Context: an optimization exercise on an open-source flow, tuned for small area and a short achievable clock period. The choices shown serve that exercise and are no tape-out recipe. Where RTL was checked, it was by simulation tests only, not by an equivalence proof against the original. Power figures rest on the tool's default switching activity, not on a simulated workload.

==> module sync_vg, before the edit <==
module sync_vg (
 input wire clk,
 input wire reset,
 input wire interlaced,
 input wire [11:0] v_total_0,
 input wire [11:0] v_fp_0,
 input wire [11:0] v_bp_0,
 input wire [11:0] v_sync_0,
 input wire [11:0] v_total_1,
 input wire [11:0] v_fp_1,
 input wire [11:0] v_bp_1,
 input wire [11:0] v_sync_1,
 input wire [11:0] h_total,
 input wire [11:0] h_fp,
 input wire [11:0] h_bp,
 input wire [11:0] h_sync,
 input wire [11:0] hv_offset_0,
 input wire [11:0] hv_offset_1,
 output reg vs_out,
 output reg hs_out,
 output reg de_out,
 output reg [12:0] v_count_out,
 output reg [11:0] h_count_out,
 output reg [11:0] x_out,
 output reg [12:0] y_out,
 output reg field_out
);
function [12:0] inc12;
 input [11:0] x;
 integer i;
 begin
  inc12[0] = ~x[0];
  for (i = 1; i < 12; i = i + 1)
   inc12[i] = x[i] ^ (&(x | ~((12'd1 << i) - 12'd1)));
  inc12[12] = &x;
 end
endfunction
function [12:0] inc13;
 input [12:0] x;
 integer i;
 begin
  inc13[0] = ~x[0];
  for (i = 1; i < 13; i = i + 1)
   inc13[i] = x[i] ^ (&(x | ~((13'd1 << i) - 13'd1)));
 end
endfunction
function inc_eq;
 input [11:0] x, y;
 reg [12:0] a, b;
 begin
  a = {1'b0, y};
  b = {1'b1, ~x};
  inc_eq = ((a ^ b) == {(a[11:0] | b[11:0]), 1'b0});
 end
endfunction
function sum_eq;
 input [11:0] a, b, c;
 reg [12:0] s, cy;
 begin
  s  = {1'b0, a} ^ {1'b0, b} ^ {1'b1, ~c};
  cy = ({1'b0, a} & {1'b0, b}) | ({1'b0, a} & {1'b1, ~c}) | ({1'b0, b} & {1'b1, ~c});
  sum_eq = &(s ^ {cy[11:0], 1'b0});
 end
endfunction
reg [11:0] h;
reg [11:0] v;
reg field;
reg lo_r, vlo_r, le_d;
reg hi_r;          
reg vhi_r;         
reg h0, v0;       
reg fp1;          
reg il;
reg [11:0] hk_r, vk0_r, vk1_r;
wire [11:0] vt  = field ? v_total_1 : v_total_0;
wire [11:0] vfp = fp1 ? v_fp_1 : v_fp_0;
wire [11:0] vsy = field ? v_sync_1 : v_sync_0;
wire [11:0] hvo = field ? hv_offset_1 : hv_offset_0;
wire [11:0] vk = field ? vk1_r : vk0_r;              
wire [12:0] hp1 = inc12(h);
wire line_end = inc_eq(h, h_total);
wire lo = h0 ? ~|hk_r : (lo_r | (&x_out));           
wire [12:0] x_nx = inc12(h0 ? ~hk_r : x_out);
wire [11:0] x_next = x_nx[11:0];
wire [12:0] vp1 = inc12(v);
wire frame_end = inc_eq(v, vt);
wire [12:0] y_base = v0 ? (il ? {~vk, field} : {1'b0, ~vk}) : y_out;
wire [12:0] y_cy;
assign y_cy[0] = ~il;
assign y_cy[1] = il | y_base[0];
genvar gi;
generate for (gi = 2; gi <= 12; gi = gi + 1) begin : ycarry
 assign y_cy[gi] = y_cy[1] & (&y_base[gi-1:1]);
end endgenerate
wire [12:0] y_next = y_base ^ {y_cy[12] & il, y_cy[11:0]};
wire y_ones = (&y_out[11:1]) & (il ? y_out[12] : y_out[0]);
wire vlo = v0 ? ~|vk : (vlo_r | (le_d & y_ones));    
wire v_en = v0 | le_d;
wire at_hvo = (h == hvo);
always @(posedge clk) begin
 il <= interlaced;
 hk_r <= h_sync + h_bp;
 vk0_r <= v_sync_0 + v_bp_0;
 vk1_r <= v_sync_1 + v_bp_1;
 lo_r <= lo;
 vlo_r <= vlo;
 if (reset) begin
  h <= 12'd0;
  v <= 12'd0;
  h0 <= 1'b1;
  v0 <= 1'b1;
  fp1 <= interlaced;
  field <= 1'b0;
  le_d <= 1'b0;
  hi_r <= 1'b1;
  vhi_r <= 1'b1;
  vs_out <= 1'b0;
  hs_out <= 1'b0;
  de_out <= 1'b0;
  field_out <= 1'b0;
 end else begin
  h <= line_end ? 12'd0 : hp1[11:0];
  h0 <= line_end | hp1[12];
  hi_r <= line_end | hp1[12] | (hi_r & ~sum_eq(hp1[11:0], h_fp, h_total));
  if (line_end) begin
   v <= frame_end ? 12'd0 : vp1[11:0];
   v0 <= frame_end | vp1[12];
   vhi_r <= frame_end | vp1[12] | (vhi_r & ~sum_eq(vp1[11:0], vfp, vt));
  end
  if (il & line_end & frame_end) begin
   field <= ~field;
   fp1 <= field;
  end
  le_d <= line_end;
  hs_out <= (h < h_sync);
  de_out <= lo & hi_r & vlo & vhi_r;
  if (v0 & at_hvo)
   vs_out <= 1'b1;
  else if ((v == vsy) & at_hvo)
   vs_out <= 1'b0;
  h_count_out <= h;
  x_out <= x_next;
  if (v_en) begin
   v_count_out <= v0 ? (field ? {1'b0, v_total_0} : 13'd0) : inc13(v_count_out);
   y_out <= y_next;
  end
  field_out <= field;
 end
end
endmodule
Settings: LEC_CHECK=0, CAP_MARGIN=20, CORE_AREA=2.3 2.72 157.78 157.76, CTS_BUF_LIST=sky130_fd_sc_hd__clkbuf_4 sky130_fd_sc_hd__clkbuf_8, DIE_AREA=0 0 160 160, SETUP_SLACK_MARGIN=2.5, SLEW_MARGIN=20; clock period 5.0 ns.
standard.sh (not shown) runs the stock make flow with config.mk's settings and CLKGATE_MAP_FILE= SYNTH_SCRIPT=/design/flow/synth_recipe.tcl, a recipe that flattens the netlist after the stock synthesis.
==> flow/flow/run.sh <==
#!/bin/bash
set -euo pipefail
export BUFFER_PORTS_ARGS="-buffer_cell sky130_fd_sc_hd__buf_1"
bash standard.sh > standard_flow.log 2>&1
The first run passed the timing, DRC and antenna checks.
==> next run, changes <==
--- a/flow/design.v
+++ b/flow/design.v
@@ -63,13 +63,11 @@
  end
 endfunction
 reg [11:0] h;
 reg [11:0] v;
 reg field;
-reg lo_r, vlo_r, le_d;
-reg hi_r;          
-reg vhi_r;         
+reg lo_r, hi_r, vlo_r, vhi_r, le_d;
 reg h0, v0;       
 reg fp1;          
 reg il;
 reg [11:0] hk_r, vk0_r, vk1_r;
 wire [11:0] vt  = field ? v_total_1 : v_total_0;
@@ -80,10 +78,11 @@
 wire [12:0] hp1 = inc12(h);
 wire line_end = inc_eq(h, h_total);
 wire lo = h0 ? ~|hk_r : (lo_r | (&x_out));           
 wire [12:0] x_nx = inc12(h0 ? ~hk_r : x_out);
 wire [11:0] x_next = x_nx[11:0];
+wire hi = h0 | (hi_r & ~sum_eq(h, h_fp, h_total));    
 wire [12:0] vp1 = inc12(v);
 wire frame_end = inc_eq(v, vt);
 wire [12:0] y_base = v0 ? (il ? {~vk, field} : {1'b0, ~vk}) : y_out;
 wire [12:0] y_cy;
 assign y_cy[0] = ~il;
@@ -93,49 +92,48 @@
  assign y_cy[gi] = y_cy[1] & (&y_base[gi-1:1]);
 end endgenerate
 wire [12:0] y_next = y_base ^ {y_cy[12] & il, y_cy[11:0]};
 wire y_ones = (&y_out[11:1]) & (il ? y_out[12] : y_out[0]);
 wire vlo = v0 ? ~|vk : (vlo_r | (le_d & y_ones));    
+wire vhi = v0 | (vhi_r & ~(le_d & sum_eq(v, vfp, vt)));   
 wire v_en = v0 | le_d;
 wire at_hvo = (h == hvo);
 always @(posedge clk) begin
  il <= interlaced;
  hk_r <= h_sync + h_bp;
  vk0_r <= v_sync_0 + v_bp_0;
  vk1_r <= v_sync_1 + v_bp_1;
  lo_r <= lo;
+ hi_r <= hi;
  vlo_r <= vlo;
+ vhi_r <= vhi;
  if (reset) begin
   h <= 12'd0;
   v <= 12'd0;
   h0 <= 1'b1;
   v0 <= 1'b1;
   fp1 <= interlaced;
   field <= 1'b0;
   le_d <= 1'b0;
-  hi_r <= 1'b1;
-  vhi_r <= 1'b1;
   vs_out <= 1'b0;
   hs_out <= 1'b0;
   de_out <= 1'b0;
   field_out <= 1'b0;
  end else begin
   h <= line_end ? 12'd0 : hp1[11:0];
   h0 <= line_end | hp1[12];
-  hi_r <= line_end | hp1[12] | (hi_r & ~sum_eq(hp1[11:0], h_fp, h_total));
   if (line_end) begin
    v <= frame_end ? 12'd0 : vp1[11:0];
    v0 <= frame_end | vp1[12];
-   vhi_r <= frame_end | vp1[12] | (vhi_r & ~sum_eq(vp1[11:0], vfp, vt));
   end
   if (il & line_end & frame_end) begin
    field <= ~field;
    fp1 <= field;
   end
   le_d <= line_end;
   hs_out <= (h < h_sync);
-  de_out <= lo & hi_r & vlo & vhi_r;
+  de_out <= lo & hi & vlo & vhi;
   if (v0 & at_hvo)
    vs_out <= 1'b1;
   else if ((v == vsy) & at_hvo)
    vs_out <= 1'b0;
   h_count_out <= h;
Total power fell slightly; routed wire length fell by a few percent; via count fell by a few percent; non-clock buffer count rose by 12; flip-flop and latch count does not change; sequential share of layout area rose by 0.73 points; utilization fell by 2.3 points; maximum frequency rose by a little under a tenth; global-route usage fell by 1.1 points; synthesized area fell by a few percent; count of clock-buffer cells in the layout is unchanged; sequential power fell by a few percent; setup slack improved by 220 ps.
Function was not checked in any run of this note: the RTL went through the layout flow alone.

video_gen, a different RTL version from the one above (not shown whole).
For scale: about 1300 cells after synthesis, about 170 flip-flops, ~330 I/O pins, roughly 12000 sq um of cells after synthesis.
==> module pattern_vg, before the edit <==
module pattern_vg (
 input wire reset,
 input wire clk_in,
 input wire [11:0] x,
 input wire [11:0] y,
 input wire vn_in, hn_in, dn_in,
 input wire [7:0] r_in, g_in, b_in,
 output reg vn_out, hn_out, den_out,
 output reg [7:0] r_out, g_out, b_out,
 input wire [11:0] total_active_pix,
 input wire [11:0] total_active_lines,
 input wire [7:0] pattern,
 input wire [19:0] ramp_step
);
reg [11:0] ramp_lo;
reg [7:0] ramp_hi;
reg ramp_c;
wire [12:0] lo_sum = {1'b0, ramp_lo} + {1'b0, ramp_step[11:0]};
wire [7:0] hi_sum = ramp_hi + ramp_step[19:12] + {7'd0, ramp_c};
reg [7:0] ramp_q;                                    
integer qi;
always @* begin
 for (qi = 0; qi < 8; qi = qi + 1)
  ramp_q[qi] = ramp_hi[qi] ^ (ramp_c & (&(ramp_hi | ~((8'd1 << qi) - 8'd1))));
end
wire [12:0] xl_a = {1'b0, total_active_pix};
wire [12:0] xl_b = {1'b1, ~x};
wire x_last = ((xl_a ^ xl_b) == {(xl_a[11:0] | xl_b[11:0]), 1'b0});
wire [12:0] yl_a = {1'b0, total_active_lines};
wire [12:0] yl_b = {1'b1, ~y};
wire y_last = ((yl_a ^ yl_b) == {(yl_a[11:0] | yl_b[11:0]), 1'b0});
wire x_first = (x == 12'd0);
wire border = dn_in & ((y == 12'd0) | x_first | x_last | y_last);
wire sel_in = (pattern == 8'd0) | ((pattern == 8'd1) & ~border);
wire sel_ff = ((pattern == 8'd1) & border) | ((pattern == 8'd2) & dn_in & x[0]) |
              ((pattern == 8'd3) & dn_in & y[0]);
wire sel_ramp = (pattern == 8'd4);
wire upd = (pattern[7:3] == 5'd0) & (~pattern[2] | (pattern[1:0] == 2'd0));
always @(posedge clk_in) begin
 vn_out <= vn_in;
 hn_out <= hn_in;
 den_out <= dn_in;
 if (reset) begin
  ramp_lo <= 12'd0;
  ramp_hi <= 8'd0;
  ramp_c <= 1'b0;
 end else if (sel_ramp & dn_in) begin
  if (x_last) begin
   ramp_lo <= 12'd0;
   ramp_hi <= 8'd0;
   ramp_c <= 1'b0;
  end else if (x_first) begin
   ramp_lo <= ramp_step[11:0];
   ramp_hi <= ramp_step[19:12];
   ramp_c <= 1'b0;
  end else begin
   ramp_lo <= lo_sum[11:0];
   ramp_hi <= hi_sum;
   ramp_c <= lo_sum[12];
  end
 end
 if (~reset & upd) begin
  r_out <= sel_in ? r_in : sel_ramp ? ramp_q : {8{sel_ff}};
  g_out <= sel_in ? g_in : sel_ramp ? ramp_q : {8{sel_ff}};
  b_out <= sel_in ? b_in : sel_ramp ? ramp_q : {8{sel_ff}};
 end
end
endmodule
export LEC_CHECK = 0
export CAP_MARGIN = 20
export CORE_AREA = 2.3 2.72 157.78 157.76
export CTS_BUF_LIST = sky130_fd_sc_hd__clkbuf_4 sky130_fd_sc_hd__clkbuf_8
export DIE_AREA = 0 0 160 160
export SETUP_SLACK_MARGIN = 2.8
export SLEW_MARGIN = 20
export TNS_END_PERCENT = 0
create_clock -name core_clock -period 5.0 [get_ports {clk}]
Scripts as last shown in full above: flow/flow/run.sh
Change:
--- a/flow/design.v
+++ b/flow/design.v
@@ -160,17 +160,14 @@
  input wire [7:0] pattern,
  input wire [19:0] ramp_step
 );
-reg [11:0] ramp_lo;
+reg [5:0] ramp_lo, ramp_mid;
 reg [7:0] ramp_hi;
-reg ramp_c;
-wire [12:0] lo_sum = {1'b0, ramp_lo} + {1'b0, ramp_step[11:0]};
-wire [7:0] hi_sum = ramp_hi + ramp_step[19:12] + {7'd0, ramp_c};
-reg [7:0] ramp_q;                                    
-integer qi;
-always @* begin
- for (qi = 0; qi < 8; qi = qi + 1)
-  ramp_q[qi] = ramp_hi[qi] ^ (ramp_c & (&(ramp_hi | ~((8'd1 << qi) - 8'd1))));
-end
+reg ramp_c0, ramp_c1;
+wire [6:0] lo_sum = {1'b0, ramp_lo} + {1'b0, ramp_step[5:0]};
+wire [6:0] mid_sum = {1'b0, ramp_mid} + {1'b0, ramp_step[11:6]} + {6'd0, ramp_c0};
+wire [7:0] hi_sum = ramp_hi + ramp_step[19:12] + {7'd0, ramp_c1};
+wire mid_cy = ramp_c0 & (&ramp_mid);
+wire [7:0] ramp_q = ramp_hi + {7'd0, ramp_c1} + {7'd0, mid_cy};    
 wire [12:0] xl_a = {1'b0, total_active_pix};
 wire [12:0] xl_b = {1'b1, ~x};
 wire x_last = ((xl_a ^ xl_b) == {(xl_a[11:0] | xl_b[11:0]), 1'b0});
@@ -188,23 +185,25 @@
  vn_out <= vn_in;
  hn_out <= hn_in;
  den_out <= dn_in;
- if (reset) begin
-  ramp_lo <= 12'd0;
+ if (reset | (sel_ramp & dn_in & x_last)) begin
+  ramp_lo <= 6'd0;
+  ramp_mid <= 6'd0;
   ramp_hi <= 8'd0;
-  ramp_c <= 1'b0;
+  ramp_c0 <= 1'b0;
+  ramp_c1 <= 1'b0;
  end else if (sel_ramp & dn_in) begin
-  if (x_last) begin
-   ramp_lo <= 12'd0;
-   ramp_hi <= 8'd0;
-   ramp_c <= 1'b0;
-  end else if (x_first) begin
-   ramp_lo <= ramp_step[11:0];
+  if (x_first) begin
+   ramp_lo <= ramp_step[5:0];
+   ramp_mid <= ramp_step[11:6];
    ramp_hi <= ramp_step[19:12];
-   ramp_c <= 1'b0;
+   ramp_c0 <= 1'b0;
+   ramp_c1 <= 1'b0;
   end else begin
-   ramp_lo <= lo_sum[11:0];
+   ramp_lo <= lo_sum[5:0];
+   ramp_mid <= mid_sum[5:0];
    ramp_hi <= hi_sum;
-   ramp_c <= lo_sum[12];
+   ramp_c0 <= lo_sum[6];
+   ramp_c1 <= mid_sum[6];
   end
  end
  if (~reset & upd) begin
Result:
- wire length increases by 3.1%
- final cell count rose by 1.3%
- combinational power came out higher by 5.7%
- via count is higher by 0.63%
- global-route usage went up by 0.67 points
- count of clock-buffer cells in the layout is higher by 1
- hold slack improves by 0.038 ns
- total power increases by 3.5%
- die area does not change
- design area rises by 2.7%
- maximum frequency goes up by 1.3%
- clock power rose by about 7%
- utilization rises by 1.7 points
No functional check of the RTL was part of the second run of this note.

## what the ideal ports hide
How much do the figures lean on ideal ports? The routed layouts below were timed once more, with nothing changed but the port constraints. Step 1, drivers: a clkbuf_16 drives clk and a buf_2 each remaining input, both assumed. Step 2 moves the port delays by t, midway between the first and last clock arrival at a register: inputs arrive t later, outputs are due t later. That takes back most of the time a late clock gives input paths. Slacks: ideal / step 1 / step 2; pairs: ideal / step 1.
run	t (ns)	slack for setup (ns)	worst hold slack (ns)	slew at the worst register clock pin (ns)
the first run of note 1	0.513	2.193 / 2.193 / 1.908	0.343 / 0.343 / 0.343	0.11 / 0.11
the second run of note 1	0.520	2.416 / 2.436 / 1.916	0.336 / 0.336 / 0.336	0.11 / 0.11
the first run of note 2	0.495	2.344 / 2.351 / 1.869	0.309 / 0.309 / 0.309	0.10 / 0.10
the second run of note 2	0.506	2.379 / 2.399 / 1.893	0.347 / 0.347 / 0.347	0.11 / 0.11
After both steps setup and hold are still met in every run listed. For the second run of note 1, which loses most, drivers alone change the setup slack by +0.020 ns; drivers and shift together by -0.500 ns.
